What follows belongs to an exercise in optimizing a design on an open flow for small area; a production flow would make more cautious choices. Function was checked by simulation only, so behaviour that the tests miss may differ from the original. Power figures rest on the tool's default switching activity, not on a simulated workload.

[design/flow/design.v]
module led_7_segment(
    input [3:0] bcd,     
    output reg [6:0] led  
);
    always @(*) begin
        case (bcd)
            4'b0000: led= 7'b1000000; 
            4'b0001: led= 7'b1111001; 
            4'b0010: led= 7'b0100100; 
            4'b0011: led= 7'b0110000; 
            4'b0100: led= 7'b0011001; 
            4'b0101: led= 7'b0010010; 
            4'b0110: led= 7'b0000010; 
            4'b0111: led= 7'b1111000; 
            4'b1000: led= 7'b0000000; 
            4'b1001: led= 7'b0010000; 
            default: led= 7'b1111111; 
        endcase
    end
endmodule
module frequency_1hz (
    input wire clk_in,        
    input wire reset,         
    output wire tick          
);
    reg [4:0] counter;  
    reg clk_out;        
    localparam [4:0] TC = 5'd24;
    assign tick = (counter == TC) && !clk_out;
    always @(posedge clk_in or posedge reset) begin
        if (reset) begin
            counter <= 5'd0;   
            clk_out <= 1'b0;    
        end else begin
            if (counter == TC) begin
                counter <= 5'd0;          
                clk_out <= ~clk_out;       
            end else begin
                counter <= counter + 1'b1;    
            end
        end
    end
endmodule
module led_blinker (
    input wire clk,           
    input wire reset,         
    input wire tick,          
    input wire enable,        
    output reg led_out        
);
    always @(posedge clk or posedge reset) begin
        if (reset) begin
            led_out <= 1'b0;
        end else if (tick) begin
            if (enable) begin
                led_out <= ~led_out;   
            end else begin
                led_out <= 1'b0;   
            end
        end
    end
endmodule
module timer10
#(parameter N = 4'b1001)  
(
    input wire set_time,       
    input wire set_time_nxt,   
    input wire Clk,            
    input wire en,             
    input wire start,
    input wire stop,
    input wire reset,
    input wire pause,
    input wire UpOrDown,   
    input wire [3:0] Init_value,
    output wire [3:0] Count,
    output wire carry,
    output wire carry_nxt      
);
localparam [3:0] Count0 = 4'b0000, 
                 Count1 = 4'b0001,
                 Count2 = 4'b0010,
                 Count3 = 4'b0011,
		 Count4 = 4'b0100,
		 Count5 = 4'b0101,
		 Count6 = 4'b0110,
		 Count7 = 4'b0111,
		 Count8 = 4'b1000,
		 Count9 = 4'b1001,
		 IDE    = 4'b1010,
		 Pause_state= 4'b1011,
		 Stop_state = 4'b1100;
reg [3:0] state_reg, state_next, state_hold;
reg [3:0] state_d, hold_d;
wire [3:0] Count_nxt_unused;
always @* begin
    state_d = state_reg;
    hold_d = state_hold;
    if (set_time_nxt)
        state_d = IDE;
    else if (en) begin
        if (set_time)
            state_d = IDE;
        else begin
            if (state_reg != Pause_state) hold_d = state_reg;
            state_d = state_next;
        end
    end
end
always @(posedge Clk or posedge reset) begin
    if (reset) 
        state_reg <= IDE;
    else
        state_reg <= state_d;
end
always @(posedge Clk) begin
    state_hold <= hold_d;
end
always @* begin
    state_next = state_reg;
    case (state_reg)
        IDE: begin
            if (start) begin
		if(UpOrDown)  begin 
			if( Init_value == N)  state_next= Count0;
			else 			 state_next = Init_value +1'b1; 
	    	end else begin 	
			if( Init_value == 1'b0)  state_next= N;
			else 			 state_next = Init_value - 1'b1; 
		end 
	    end 
        end
        Count0: begin
            if (pause || !start )
                state_next = Pause_state;
            else if (stop)
                state_next = Stop_state ;
	    else begin 
		if(UpOrDown) begin 
		state_next = Count1;
		end else begin 
		state_next = N;
                end 
	    end 
        end
        Count1: begin
            if (pause || !start )
                state_next = Pause_state;
            else if (stop)
                state_next = Stop_state ;
	    else begin 
		if(UpOrDown) begin
		   if(Count==N)      state_next=Count0;
		   else 	     state_next=Count2;
		end else begin
		   state_next = Count0;
		end 	
	    end 
        end
        Count2: begin
            if (pause || !start )
                state_next = Pause_state;
            else if (stop)
                state_next = Stop_state ;
	    else begin 
		if(UpOrDown) begin
		   if(Count==N)      state_next=Count0;
		   else 	     state_next=Count3;
		end else begin
		   state_next = Count1;
		end 	
	     end 
        end
        Count3: begin
            if (pause || !start )
                state_next = Pause_state;
            else if (stop)
                state_next = Stop_state ;
	    else begin 
		if(UpOrDown) begin
		   if(Count==N)      state_next=Count0;
		   else 	     state_next=Count4;
		end else begin
		   state_next = Count2;
		end 	
	    end 
        end
        Count4: begin
            if (pause || !start )
                state_next = Pause_state;
            else if (stop)
                state_next = Stop_state ;
	    else begin 
		if(UpOrDown) begin
		   if(Count==N)      state_next=Count0;
		   else 	     state_next=Count5;
		end else begin
		   state_next = Count3;
		end 	
	    end 
        end
        Count5: begin
            if (pause || !start )
                state_next = Pause_state;
            else if (stop)
                state_next = Stop_state ;
	    else begin 
		if(UpOrDown) begin
		   if(Count==N)      state_next=Count0;
		   else 	     state_next=Count6;
		end else begin
		   state_next = Count4;
		end 	
	    end 
        end
        Count6: begin
            if (pause || !start )
                state_next = Pause_state;
            else if (stop)
                state_next = Stop_state ;
	    else begin 
		if(UpOrDown) begin
		   if(Count==N)      state_next=Count0;
		   else 	     state_next=Count7;
		end else begin
		   state_next = Count5;
		end 	
	    end 
        end
        Count7: begin
            if (pause || !start )
                state_next = Pause_state;
            else if (stop)
                state_next = Stop_state ;
	    else begin 
		if(UpOrDown) begin
		   if(Count==N)      state_next=Count0;
		   else 	     state_next=Count8;
		end else begin
		   state_next = Count6;
		end 	
	    end 
        end
        Count8: begin
            if (pause || !start )
                state_next = Pause_state;
            else if (stop)
                state_next = Stop_state;
	    else begin 
		if(UpOrDown) begin
		   if(Count==N)      state_next=Count0;
		   else 	     state_next=Count9;
		end else begin
		   state_next = Count7;
		end 	
	    end 
        end
        Count9: begin
            if (pause || !start )
                state_next = Pause_state;
            else if (stop)
                state_next = Stop_state ;
	    else begin 
		if(UpOrDown) begin 
		state_next = Count0;
		end else begin 
		state_next = Count8;
		end 
	    end 
        end
        Pause_state: begin  
            if (!pause && start) begin 
		if(UpOrDown)  begin 
			if( Count == N)  state_next= Count0;
			else 			 state_next = Count + 1'b1; 
	    	end else begin 	
			if( Count == 1'b0)  state_next= N;
			else 			 state_next = Count - 1'b1; 
		end 
	   end 
        end
        Stop_state: begin
        end
        default: state_next = IDE;
    endcase
end
timer10_out #(.N(N)) Out_now (
    .state_reg(state_reg),
    .state_hold(state_hold),
    .UpOrDown(UpOrDown),
    .Init_value(Init_value),
    .Count(Count),
    .carry(carry)
);
timer10_out #(.N(N)) Out_nxt (
    .state_reg(state_d),
    .state_hold(hold_d),
    .UpOrDown(UpOrDown),
    .Init_value(Init_value),
    .Count(Count_nxt_unused),
    .carry(carry_nxt)
);
endmodule
module timer10_out
#(parameter N = 4'b1001)
(
    input wire [3:0] state_reg,
    input wire [3:0] state_hold,
    input wire UpOrDown,
    input wire [3:0] Init_value,
    output reg [3:0] Count,
    output reg carry
);
localparam [3:0] Count0 = 4'b0000, 
                 Count1 = 4'b0001,
                 Count2 = 4'b0010,
                 Count3 = 4'b0011,
		 Count4 = 4'b0100,
		 Count5 = 4'b0101,
		 Count6 = 4'b0110,
		 Count7 = 4'b0111,
		 Count8 = 4'b1000,
		 Count9 = 4'b1001,
		 IDE    = 4'b1010,
		 Pause_state= 4'b1011,
		 Stop_state = 4'b1100;
always @* begin 
case (state_reg) 
	IDE: begin 
		Count=Init_value;
		carry=1'b0; 
	     end 
	Count0: begin 
		Count=4'b0000;
		if(UpOrDown) carry=1'b1 ;
		else         carry=1'b0;
	        end 
	Count1: begin 
		Count=4'b0001;
		if(UpOrDown) carry=1'b0 ;
		else  begin     
			if( Count==N)  carry=1'b1;
			else           carry=1'b0;
               end 
	     end 
	Count2: begin 
		Count=4'b0010;
		if(UpOrDown) carry=1'b0 ;
		else  begin     
			if( Count==N)  carry=1'b1;
			else           carry=1'b0;
               end 
	     end 
	Count3: begin 
		Count=4'b011;
		if(UpOrDown) carry=1'b0 ;
		else  begin     
			if( Count==N)  carry=1'b1;
			else           carry=1'b0;
               end 
	     end 
	Count4: begin 
		Count=4'b0100;
		if(UpOrDown) carry=1'b0 ;
		else  begin     
			if( Count==N)  carry=1'b1;
			else           carry=1'b0;
               end 
	     end 
	Count5: begin 
		Count=4'b0101;
		if(UpOrDown) carry=1'b0 ;
		else  begin     
			if( Count==N)  carry=1'b1;
			else           carry=1'b0;
               end 
	     end 
	Count6: begin 
		Count=4'b0110;
		if(UpOrDown) carry=1'b0 ;
		else  begin     
			if( Count==N)  carry=1'b1;
			else           carry=1'b0;
               end 
	     end 
	Count7: begin 
		Count=4'b0111;
		if(UpOrDown) carry=1'b0 ;
		else  begin     
			if( Count==N)  carry=1'b1;
			else           carry=1'b0;
               end 
	     end 
	Count8: begin 
		Count=4'b1000;
		if(UpOrDown) carry = 1'b0 ;
		else  begin     
			if( Count==N)  carry = 1'b1;
			else           carry = 1'b0;
               end 
	     end 
	Count9: begin 
		Count=4'b1001;
		if(UpOrDown)	   carry=1'b0 ;
		else              carry=1'b1;
	     end 
	Pause_state: begin 
			Count=state_hold;
			if(UpOrDown)begin
				if(state_hold==4'b0000) carry=1'b1;
				else                    carry=1'b0;
			end else begin  
				if(state_hold==N)       carry=1'b1;
				else                    carry=1'b0;
			end 
	     end 
	Stop_state: begin
		Count=4'b0000;
		carry=1'b0;
		end 
	default  : begin 
		Count=4'b0000;
		carry=1'b0;
	end 
	endcase
end 
endmodule
module timer60 (
    input wire Clk,
    input wire en,
    input wire set_time,
    input wire set_time_nxt,
    input wire UpOrDown, 
    input wire start, 
    input wire stop,
    input wire reset,
    input wire pause,
    input wire [3:0] Init_unitvalue,
    input wire [3:0] Init_dozenvalue,
    output wire [7:0] Init_value60,
    output wire [7:0] Count60,
    output wire [1:0] carry60,
    output wire [1:0] carry60_nxt
);
    wire [3:0] count_lower, count_upper;
    wire carry_lower, carry_upper;
    wire carry_lower_nxt, carry_upper_nxt;
    assign Init_value60 = {Init_dozenvalue, Init_unitvalue};
    assign Count60 = {count_upper, count_lower};
    assign carry60 = {carry_upper, carry_lower};
    assign carry60_nxt = {carry_upper_nxt, carry_lower_nxt};
    timer10 #(.N(4'b1001)) Unit (
        .Clk(Clk),
        .en(en),
        .set_time(set_time),
        .set_time_nxt(set_time_nxt),
        .start(start),
        .stop(stop),
        .reset(reset),
        .pause(pause),
        .UpOrDown(UpOrDown),
        .Init_value(Init_unitvalue),
        .Count(count_lower),
        .carry(carry_lower),
        .carry_nxt(carry_lower_nxt)
    );
    timer10 #(.N(4'b0101)) Dozen (  
        .Clk(Clk),
        .en(carry_lower_nxt & ~carry_lower),
        .set_time(set_time),
        .set_time_nxt(set_time_nxt),
        .start(start),
        .stop(stop),
        .reset(reset),
        .pause(pause),
        .UpOrDown(UpOrDown),
        .Init_value(Init_dozenvalue),
        .Count(count_upper),
        .carry(carry_upper),
        .carry_nxt(carry_upper_nxt)
    );
endmodule
module timer_group3ok (
    input wire Clk,           
    input wire tick,          
    input wire set_time_increase,
    input wire set_time_decrease,
    input wire start,
    input wire pause,
    input wire reset,
    output wire [7:0] Init_minvalue,
    output wire [7:0] Init_secvalue,
    output wire [7:0] Countmin,
    output wire [7:0] Countsec,
    output wire [1:0] carrymin,
    output wire [1:0] carrysec,
    output wire blink_led
);
    reg [3:0] Int_min1value, Int_min0value;
    wire [3:0] Int_sec1value = 4'b0000;
    wire [3:0] Int_sec0value = 4'b0000;
    reg blink_signal;
    reg Set_clk;
    reg Set_clk_nxt;
    reg stop;
    wire trigger_start;
    wire UpOrDown = 1'b0;  
    wire [1:0] carrysec_nxt, carrymin_nxt;
    assign blink_led = blink_signal;
assign trigger_start = (start && (|Int_min1value || |Int_min0value)) ? 1 : 0;
    always @* begin
        Set_clk_nxt = Set_clk;
        if (tick && !start && !stop) begin
            if (set_time_increase==1'b0 || set_time_decrease==1'b0)
                Set_clk_nxt = 1'b1;
            else
                Set_clk_nxt = 1'b0;
        end
    end
      always @(posedge Clk or posedge reset) begin
        if (reset) begin
            Int_min1value <= 4'b0000;
            Int_min0value <= 4'b0000;
            Set_clk <= 1'b1;
        end else if (tick) begin
		if (!start && !stop) begin 
        if (set_time_increase==1'b0 ) begin
            if (Int_min0value < 4'b1001) begin
                Int_min0value <= Int_min0value + 1'b1;
            end else if (Int_min1value < 4'b0101) begin
                Int_min0value <= 4'b0000;
                Int_min1value <= Int_min1value + 1'b1;
            end else begin
                Int_min0value <= 4'b0000;
                Int_min1value <= 4'b0000;
            end
        end else if (set_time_decrease==1'b0 ) begin
            if (Int_min0value > 4'b0000) begin
                Int_min0value <= Int_min0value - 1'b1;
            end else if (Int_min1value > 4'b0000) begin
                Int_min1value <= Int_min1value - 1'b1;
                Int_min0value <= 4'b1001;
            end else begin
                Int_min1value <= 4'b0000;
                Int_min0value <= 4'b0000;
            end
        end
		  end 
            Set_clk <= Set_clk_nxt;
        end
    end
always @(posedge Clk or posedge reset) begin
    if (reset) begin
        blink_signal <= 1'b0;
        stop <= 1'b0;
    end else if (tick && trigger_start) begin
        if (Countmin==8'b00000000 && Countsec==8'b00000001 ) begin
            blink_signal <= 1'b1;
            stop <= 1'b1; 
        end 
    end
end
    timer60 seccount (
        .Clk(Clk),
        .en(tick),
        .set_time(Set_clk),
        .set_time_nxt(Set_clk_nxt),
        .UpOrDown(UpOrDown),
        .start(trigger_start),
        .stop(stop),
        .reset(reset),
        .pause(pause),
        .Init_unitvalue(Int_sec0value),
        .Init_dozenvalue(Int_sec1value),
        .Init_value60(Init_secvalue),
        .Count60(Countsec),
        .carry60(carrysec),
        .carry60_nxt(carrysec_nxt)
    );
    timer60 mincount (
        .Clk(Clk),
        .en(carrysec_nxt[1] & ~carrysec[1]),
        .set_time(Set_clk),
        .set_time_nxt(Set_clk_nxt),
        .UpOrDown(UpOrDown),
        .start(trigger_start),
        .stop(stop),
        .reset(reset),
        .pause(pause),
        .Init_unitvalue(Int_min0value),
        .Init_dozenvalue(Int_min1value),
        .Init_value60(Init_minvalue),
        .Count60(Countmin),
        .carry60(carrymin),
        .carry60_nxt(carrymin_nxt)
    );
endmodule
module timer_group3_final
(
input wire sys_clk,
input wire set_time_increase,
input wire set_time_decrease,
input wire start,
input wire pause,
input wire reset,
output wire [6:0] min1_led,
output wire [6:0] min0_led,
output wire [6:0] sec1_led,
output wire [6:0] sec0_led,
output wire blink_led
);
wire tick_1hz;
wire [7:0] Init_minvalue ;
wire [7:0] Init_secvalue ;
wire [7:0] Countmin ;
wire [7:0] Countsec ;
wire [1:0] carrymin ;
wire [1:0] carrysec ; 
wire enable_led ;
frequency_1hz Clk_block (.clk_in(sys_clk),.reset(reset),.tick(tick_1hz));
timer_group3ok FPGA_timer (
.Clk(sys_clk),
.tick(tick_1hz),
.set_time_increase(set_time_increase),
.set_time_decrease(set_time_decrease),
.start(start),
.pause(pause),
.reset(reset),
.Init_minvalue(Init_minvalue),
.Init_secvalue(Init_secvalue),
.Countmin(Countmin),
.Countsec(Countsec),
.carrymin(carrymin),
.carrysec(carrysec),
.blink_led(enable_led)
);
led_7_segment leg1_min (
.bcd(Countmin[7:4]),
.led(min1_led)
);
led_7_segment leg0_min (
.bcd(Countmin[3:0]),
.led(min0_led)
);
led_7_segment leg1_sec (
.bcd(Countsec[7:4]),
.led(sec1_led)
);
led_7_segment leg0_sec (
.bcd(Countsec[3:0]),
.led(sec0_led)
);
led_blinker toggle_led (
.clk(sys_clk),
.reset(reset),
.tick(tick_1hz),
.enable(enable_led),
.led_out(blink_led)
);
endmodule 
[design/flow/constraint.sdc]
create_clock -name core_clock -period 10.0 [get_ports {sys_clk}]
set_input_delay 2.0000 -clock core_clock [delete_from_list [all_inputs] [get_ports {sys_clk}]]
set_output_delay 2.0000 -clock core_clock [all_outputs]
set_load 0.01 [all_outputs]
[design/flow/run.sh]
#!/bin/bash
# synth_recipe.tcl (not shown) runs the flow's synth.tcl, then flattens the netlist and writes it again
# the make line also repeats each setting of config.mk as NAME=value (left out here)
make -C /OpenROAD-flow-scripts/flow DESIGN_CONFIG=/design/flow/config.mk WORK_HOME=/design/flow/orfs CLKGATE_MAP_FILE= SYNTH_SCRIPT=/design/flow/synth_recipe.tcl finish
[design/flow/config.mk]
export PLATFORM = sky130hd
export DESIGN_NAME = timer_group3_final
export DESIGN_NICKNAME = timer_group3_final
export VERILOG_FILES = /design/flow/design.v
export SDC_FILE = /design/flow/constraint.sdc
export NUM_CORES = 4
export LEC_CHECK = 0
export CAP_MARGIN = 20
export CORE_MARGIN = 2
export CORE_UTILIZATION = 40
export SLEW_MARGIN = 20
==> impl_metrics.ini, run 1 <==
[synthesis]
synthMuxAreaShare_pct = 4.20
synthXorXnorAreaFrac_pct = 1.52
synth.top_cell.area_share_pct = 11.6
syn_avg_cell_area_um2 = 7.48
ys_ff_latch = 49
async_flop_share_pct = 67.3
synthCells = 694
synthAdderAreaFrac_pct = 7.48
synth_compound_area_share_pct = 33.6
synth-simple-area-share_pct = 23.6
synth_cell_type_count = 95
synth-edff-count = 4
yosysSeqAreaShare_pct = 23.1
synth_flop_cell = dfrtp_1
syn_nets = 731
synth.most_common_cell = nand2_1
yosys_warnings = 8
yosys-top-cells-count = 81 x nand2_1, 66 x a21oi_1, 66 x nor2_1
synth_top_family_by_area = compound AO/OA/AOI/OAI gates
synth_area_um2 = 5190
yosys.area.top_type = dfrtp_1
yosys-top-cells-area = dfrtp_1 12%, ha_1 7.5%, a21oi_1 6.4%, nand2_1 5.9%, o21ai_0 5.5%

[die]
die_h_um = 118
die_w_um = 118
core_area_um2 = 12600
num_rows = 41
start_util_pct = 41.1
dieArea_um2 = 13900
ios = 35

[cts]
clkSlewWorstSetupHoldPaths_ns = 0.07
clock-root-buffer = clkbuf_16
cts_buffers = 5
cts_tree = yes
htree_levels = 2
cts_buffer_depth = 2
post-cts-setup-buffers = 0
cts.repair.resized = 0
cts.sinks = 49
worst_skew_pair.late_latency_ns = 0.31
cts_hold_buf = 0

[global_route]
grt_max_degree = 34
grt_pass1_vias = 4866
grt_remaining_overflow = 0
antenna_found_initial = 0
grt_first_pass_wirelength_um = 24500
gr-usage-all-layers_pct = 21.1

[drt]
viasPerCell = 5.96
drt-initial-drc-count = 452
ant_nets = 0
drc_errors = 0
wl_um = 14800
firstDrtPassIters = 5
num_vias = 5209
wl_per_cell_um = 17.0

[finish]
drive_gt1_share_pct = 7.55
insertedDiodeCount = 0
regMostFlops = Clk_block.counter
area_growth_pct = 10.9
nNetsFinal = 738
largest_reg_flops = 5
finish.utilization_pct = 45.6

[worst_hold_path]
hold_path.class = reg2reg

[setup_path]
worstPathArrival_ns = 6.04
start_kind = primary input
worst-path-max-fanout = 20
endpoint_kind = flip-flop
critPathRequiredTime_ns = 9.94
crit_type = in2reg

[place]
gp_congestion = 0.893
dp_hpwl_um = 11100
port_buffers = 34

[sta]
skew_ns = 0.00885
rsz0062_at_grt = no
max_slew_margin_pct = 39.0
finalCritPeriodShare_pct = 61.0
fin_tns_setup_ns = 0
fmax_mhz = 164
worst_slew_pin_slew_ns = 0.903
setup_violations = 0
maxSlewViolCount = 0
period_minus_slack_ns = 6.10
final_hold_viol_count = 0

[run]
cap_violations = 0

[power_and_ir_drop]
ir_worst_vdd_mv = 0.0481
power.leakage_nw = 2.43
pwr_density_cell_nw_per_um2 = 71.3

[outcome]
status = finished clean
## cell usage in the layout (no fill, tap or decap), types with 7 or more instances in the layout
cell type / Yosys / layout
o21ai_0: 57 / 57
o21a_1: 13 / 13
nand2_1: 81 / 81
dfrtp_1: 24 / 24
clkdlybuf4s50_1: 0 / 34
nor2b_1: 7 / 7
ha_1: 31 / 31
a21oi_1: 66 / 66
nor3_1: 19 / 19
a22oi_1: 7 / 7
inv_1: 38 / 38
dfxtp_1: 12 / 12
o22ai_1: 9 / 9
a211oi_1: 10 / 10
mux2i_1: 18 / 18
dfstp_2: 9 / 9
a31oi_1: 11 / 11
nand3_1: 14 / 14
xnor2_1: 7 / 7
nor2_1: 66 / 66
a32oi_1: 7 / 7
nand2b_1: 14 / 14
## final cells by class
| cell class | count | area [um2] |
|---|---|---|
| Fill cell | 1308 | 6870 |
| Multi-Input combinational cell | 564 | 3650 |
| Sequential cell | 49 | 1200 |
| Timing Repair Buffer | 38 | 370 |
| Tap cell | 172 | 215 |
| Inverter | 43 | 168 |
| Clock buffer | 7 | 143 |
| Clock inverter | 1 | 7.51 |
## metrics by stage
step	total power (W)	setup WS [ns]	hold WS (ns)	instances	instance area, um2
6_report	0.000410	3.91	0.484	874	5750
5_1_grt	0.000426	3.64	0.518	874	5750
4_1_cts	0.000416	3.96	0.488	874	5750
3_5_place_dp	0.000235	3.65	0.478	866	5600
3_3_place_gp	0.000236	3.78	0.470	866	5600
2_1_floorplan	0.000223	4.98	0.423	694	5190
## critical path, stage by stage
cell,delay (ns)
clkdlybuf4s50_1,0.97
a211o_1,0.26
and4_1,0.28
nand2_1,0.11
a221o_1,0.33
o211a_1,0.17
a211o_1,0.37
mux2_4,0.39
clkinv_2,0.07
nor3_2,0.05
o41a_1,0.47
nor3_1,0.57
## power by group
part	switching, W	internal, W
Sequential	0.000000813	0.000200
Combinational	0.0000185	0.0000127
Clock	0.0000787	0.0000999
## kinds of logic after synthesis
logic type,count (synthesis)
fa+ha+maj,31
mux,21
compound gates,257
xor+xnor,9
buf+inv,81
flops,49
simple gates,246
## worst paths after layout
| kind | start | endpoint | slack, ns | cells after the start |
|---|---|---|---|---|
| max | set_time_increase | FPGA_timer.mincount.Dozen.state_hold[3] | 3.91 | 12 |
| min | Clk_block.counter[0] | Clk_block.counter[0] | 0.48 | 1 |
| max reg2reg | FPGA_timer.seccount.Dozen.state_reg[0] | FPGA_timer.mincount.Dozen.state_hold[1] | 4.84 | 16 |
| min reg2reg | Clk_block.counter[0] | Clk_block.counter[0] | 0.48 | 1 |
| max in group asynchronous | reset | FPGA_timer.mincount.Dozen.state_reg[1] | 7.55 | 3 |
| min in group asynchronous | reset | toggle_led.led_out | 2.10 | 3 |
## metal layers
metal	up-vias	share of wire, %	track usage [%]
li1	2561	-	-
met1	2492	45	27.3
met2	131	49	35.7
met3	25	4.3	3.25
met4	0	2.0	7.61
met5	-	0	0
==> run 2, diff against run 1 <==
==> design/flow/design.v (replaced) <==
module led_7_segment(
    input [3:0] bcd,     
    output reg [6:0] led  
);
    always @(*) begin
        case (bcd)
            4'b0000: led= 7'b1000000; 
            4'b0001: led= 7'b1111001; 
            4'b0010: led= 7'b0100100; 
            4'b0011: led= 7'b0110000; 
            4'b0100: led= 7'b0011001; 
            4'b0101: led= 7'b0010010; 
            4'b0110: led= 7'b0000010; 
            4'b0111: led= 7'b1111000; 
            4'b1000: led= 7'b0000000; 
            4'b1001: led= 7'b0010000; 
            default: led= 7'b1111111; 
        endcase
    end
endmodule
module timer_group3_final
(
input wire sys_clk,
input wire set_time_increase,
input wire set_time_decrease,
input wire start,
input wire pause,
input wire reset,
output wire [6:0] min1_led,
output wire [6:0] min0_led,
output wire [6:0] sec1_led,
output wire [6:0] sec0_led,
output wire blink_led
);
reg [4:0] div;
reg       half;
wire      wrap = div[4] & div[3];           
wire      tick = wrap & ~half;
always @(posedge sys_clk or posedge reset)
    if (reset) begin
        div  <= 5'd0;
        half <= 1'b0;
    end else if (wrap) begin
        div  <= 5'd0;
        half <= ~half;
    end else
        div <= div + 1'b1;
reg [2:0] m1;
reg [3:0] m0;
reg T, a, b, led;
reg [2:0] d3, d1;
reg [3:0] d2, d0;
wire btn  = ~set_time_increase | ~set_time_decrease;
wire go   = start & ~pause;
wire idle = ~T & ~b;
wire [2:0] s3 = idle ? m1 : d3;
wire [3:0] s2 = idle ? m0 : d2;
wire [2:0] s1 = idle ? 3'd0 : d1;
wire [3:0] s0 = idle ? 4'd0 : d0;
wire z0 = (s0 == 4'd0);
wire z1 = (s1 == 3'd0);
wire z2 = (s2 == 4'd0);
wire z3 = (s3 == 3'd0);
wire [3:0] n0 = z0 ? 4'd9 : s0 - 1'b1;
wire [2:0] n1 = z1 ? 3'd5 : s1 - 1'b1;
wire [3:0] n2 = z2 ? 4'd9 : s2 - 1'b1;
wire [2:0] n3 = s3 - 1'b1;
wire at_one = z3 & z2 & z1 & (s0 == 4'd1);
wire preset_nz = (m1 != 3'd0) | (m0 != 4'd0);
always @(posedge sys_clk or posedge reset)
    if (reset) begin
        m1 <= 3'd0;
        m0 <= 4'd0;
        T <= 1'b0;
        a <= 1'b1;
        b <= 1'b0;
        led <= 1'b0;
    end else if (tick) begin
        led <= T & ~led;
        if (!T) begin
            if (!start) begin
                a <= btn;
                b <= b & ~btn;
                if (!set_time_increase) begin
                    if (m0 != 4'd9) m0 <= m0 + 1'b1;
                    else begin
                        m0 <= 4'd0;
                        m1 <= (m1 == 3'd5) ? 3'd0 : m1 + 1'b1;
                    end
                end else if (!set_time_decrease) begin
                    if (m0 != 4'd0) m0 <= m0 - 1'b1;
                    else if (m1 != 3'd0) begin
                        m0 <= 4'd9;
                        m1 <= m1 - 1'b1;
                    end
                end
            end else if (b) begin
                if (at_one) begin
                    T <= 1'b1;
                    a <= pause;
                    b <= 1'b0;
                end
            end else if (!a && preset_nz)
                b <= 1'b1;
        end else begin
            a <= ~go & ~b;
            b <= b | (go & ~a);
        end
    end
always @(posedge sys_clk)
    if (tick) begin
        if (!T) begin
            if (idle || go) begin
                d0 <= n0;
                d1 <= z0 ? n1 : s1;
                d2 <= (z0 & z1) ? n2 : s2;
                d3 <= (z0 & z1 & z2) ? n3 : s3;
            end
        end else if (go)
            d0 <= a ? n0 : 4'd0;
    end
led_7_segment leg1_min (.bcd({1'b0, s3}), .led(min1_led));
led_7_segment leg0_min (.bcd(s2), .led(min0_led));
led_7_segment leg1_sec (.bcd({1'b0, s1}), .led(sec1_led));
led_7_segment leg0_sec (.bcd(s0), .led(sec0_led));
assign blink_led = led;
endmodule
==> run 2 against run 1 <==
- critical path depth fell by 5
- via count fell by 57%
- wire length fell by 63%
- critical path type is now reg2out
- critical endpoint is now min0_led[3]
- largest power group unchanged
- highest routed layer unchanged
==> impl_metrics.ini, run 2 <==
[outcome]
status = finished clean

[die]
die_h_um = 84.6
num_rows = 29
dieArea_um2 = 7160
start_util_pct = 41.2
ios = 35
die_w_um = 84.6
core_area_um2 = 6310

[synthesis]
yosys_warnings = 2
ys_ff_latch = 31
synthCells = 302
yosys-top-cells-count = 33 x nand2_1, 31 x nor2_1, 27 x ha_1
yosysSeqAreaShare_pct = 32.6
synth.most_common_cell = nand2_1
synth_cell_type_count = 53
synth.top_cell.area_share_pct = 16.2
async_flop_share_pct = 54.8
syn_avg_cell_area_um2 = 8.61
yosys-top-cells-area = edfxtp_1 16%, dfrtp_1 15%, ha_1 13%, nand2_1 4.8%, o21ai_0 4.6%
synth-edff-count = 14
synth_area_um2 = 2600
synth_flop_cell = dfrtp_1
yosys.area.top_type = edfxtp_1
syn_nets = 335

[sta]
skew_ns = 0.00875
max_slew_margin_pct = 31.7
period_minus_slack_ns = 5.34
worst_slew_pin_slew_ns = 1.02
rsz0062_at_grt = no
finalCritPeriodShare_pct = 53.4
setup_violations = 0
fin_tns_setup_ns = 0
final_hold_viol_count = 0
maxSlewViolCount = 0
hold_ws_ns = 0.461
fmax_mhz = 187

[global_route]
grt_max_degree = 23
gr-usage-all-layers_pct = 15.6
grt_first_pass_wirelength_um = 9250
antenna_found_initial = 0
grt_pass1_vias = 2023
grt_remaining_overflow = 0

[worst_hold_path]
hp-start = div[0]
hold_end = div[0]
hold_path.class = reg2reg
min_path_cells = 1

[finish]
final_common_cell = clkdlybuf4s50_1
drive_gt1_share_pct = 6.40
insertedDiodeCount = 0
nNetsFinal = 360
final_cell_mix = 34 x clkdlybuf4s50_1, 33 x nand2_1, 31 x nor2_1
largest_reg_flops = 5
finish.utilization_pct = 48.6
regMostFlops = div
area_growth_pct = 17.9

[setup_path]
ff2ff_setup_slack_ns = 6.73
rr_startpoint = T
reg2reg_depth = 8
crit_type = reg2out
cp-startpoint = T
worstPathArrival_ns = 3.34
critPathRequiredTime_ns = 8.00
worst-path-max-fanout = 22
r2r-end = a
start_kind = flip-flop
endpoint_kind = primary output

[drt]
num_vias = 2220
wl_per_cell_um = 13.4
viasPerCell = 5.48
drt-initial-drc-count = 168
ant_nets = 0
firstDrtPassIters = 4
drc_errors = 0
wl_um = 5430

[cts]
cts_tree = yes
cts_buffers = 5
cts_buffer_depth = 2
cts.repair.resized = 0
clkSlewWorstSetupHoldPaths_ns = 0.07
cts.sinks = 31
post-cts-setup-buffers = 0
clock-root-buffer = clkbuf_8
cts_hold_buf = 0
worst_skew_pair.late_latency_ns = 0.28
htree_levels = 2

[power_and_ir_drop]
power.leakage_nw = 1.30
ir_worst_vdd_mv = 0.0557
pwr_density_cell_nw_per_um2 = 82.9
total_power_w = 0.000254

[place]
port_buffers = 34
dp_hpwl_um = 3970
gp_congestion = 0.822

[run]
cap_violations = 0
## run 2: cell type report
class	instances	area (um2)
fillers	645	3250
multi-input cells	236	1600
flip-flops and latches	31	847
repair buffers	34	340
clock buffers	7	96.3
well taps	77	96.3
inverters	19	76.3
clock inverters	1	7.51
## run 2: critical path, cell delays in order (launching register included)
cell             delay (ns)
dfrtp_1                0.46
or2_1                  0.83
mux2i_1                0.51
inv_1                  0.19
ha_1                   0.24
a21boi_0               0.24
a21oi_1                0.10
clkdlybuf4s50_1        0.48
## run 2: how the worst max path moves through the flow
stage	depth (start not counted)	endpoint
3_5_place_dp	7	min0_led[3]
3_3_place_gp	7	min0_led[0]
2_1_floorplan	10	sec0_led[5]
6_report	7	min0_led[3]
5_1_grt	7	min0_led[0]
4_1_cts	7	min0_led[3]
## run 2: kinds of logic (layout without fill, tap and decap cells)
kind of cell               count (synthesis)  count (layout)  synth area share [%]
DFF                                       31              31                  32.6
and+or+nand+nor                          111             111                  21.3
adders and majority gates                 27              27                  13.0
xor gates and xnor gates                   8               8                  2.69
muxes                                     15              15                  7.12
AOI/OAI and AO/OA                         75              75                  17.3
buffers and inverters                     35              61                  6.06
## run 2: metal layers
layer	vias up	track usage (%)	routed length, um
met1	1058	21.1	2600
met3	6	3.34	161
met4	0	4.47	62
met5	-	0	0
met2	39	25.1	2600
li1	1117	-	-
## run 2: through the flow
step / setup WS (ns) / area (um2) / instances
after floorplan: 5.93 / 2600 / 302
after global placement: 5.12 / 2960 / 397
after detailed placement: 4.98 / 2960 / 397
after CTS: 4.66 / 3060 / 405
after global routing: 4.43 / 3070 / 405
final: 4.66 / 3070 / 405
## run 2: where the power goes
| part | switching, W | internal (W) | leakage, nW |
|---|---|---|---|
| combinational | 0.00000558 | 0.00000403 | 0.943 |
| sequential | 0.00000133 | 0.000133 | 0.305 |
| clock | 0.0000476 | 0.0000626 | 0.0505 |
| total | 0.0000545 | 0.000200 | 1.30 |

## port drivers added, routing unchanged
How much do the figures lean on ideal ports? The routed layouts below were timed once more, with nothing changed but the port constraints. Step 1: set_driving_cell puts a clkbuf_16 on sys_clk and a buf_2 on each other input, an assumption about the parent block. Step 2 also shifts input and output timing later by t, the mid clock arrival at the registers, as if the neighbouring blocks saw the same clock. a / b / c = no drivers / after step 1 / after step 2; a / b = the first two.
| run | shift t [ns] | slack for setup (ns) | worst hold slack (ns) | worst register clock-pin slew, ns |
|---|---|---|---|---|
| run 1 | 0.341 | 3.905 / 3.914 / 3.573 | 0.484 / 0.484 / 0.484 | 0.07 / 0.07 |
| run 2 | 0.301 | 4.662 / 4.636 / 4.937 | 0.461 / 0.461 / 0.461 | 0.07 / 0.07 |
After both steps setup and hold are still met in every run listed. The setup slack of run 1, which loses most, moves by +0.009 ns with the drivers and by -0.332 ns with both steps.
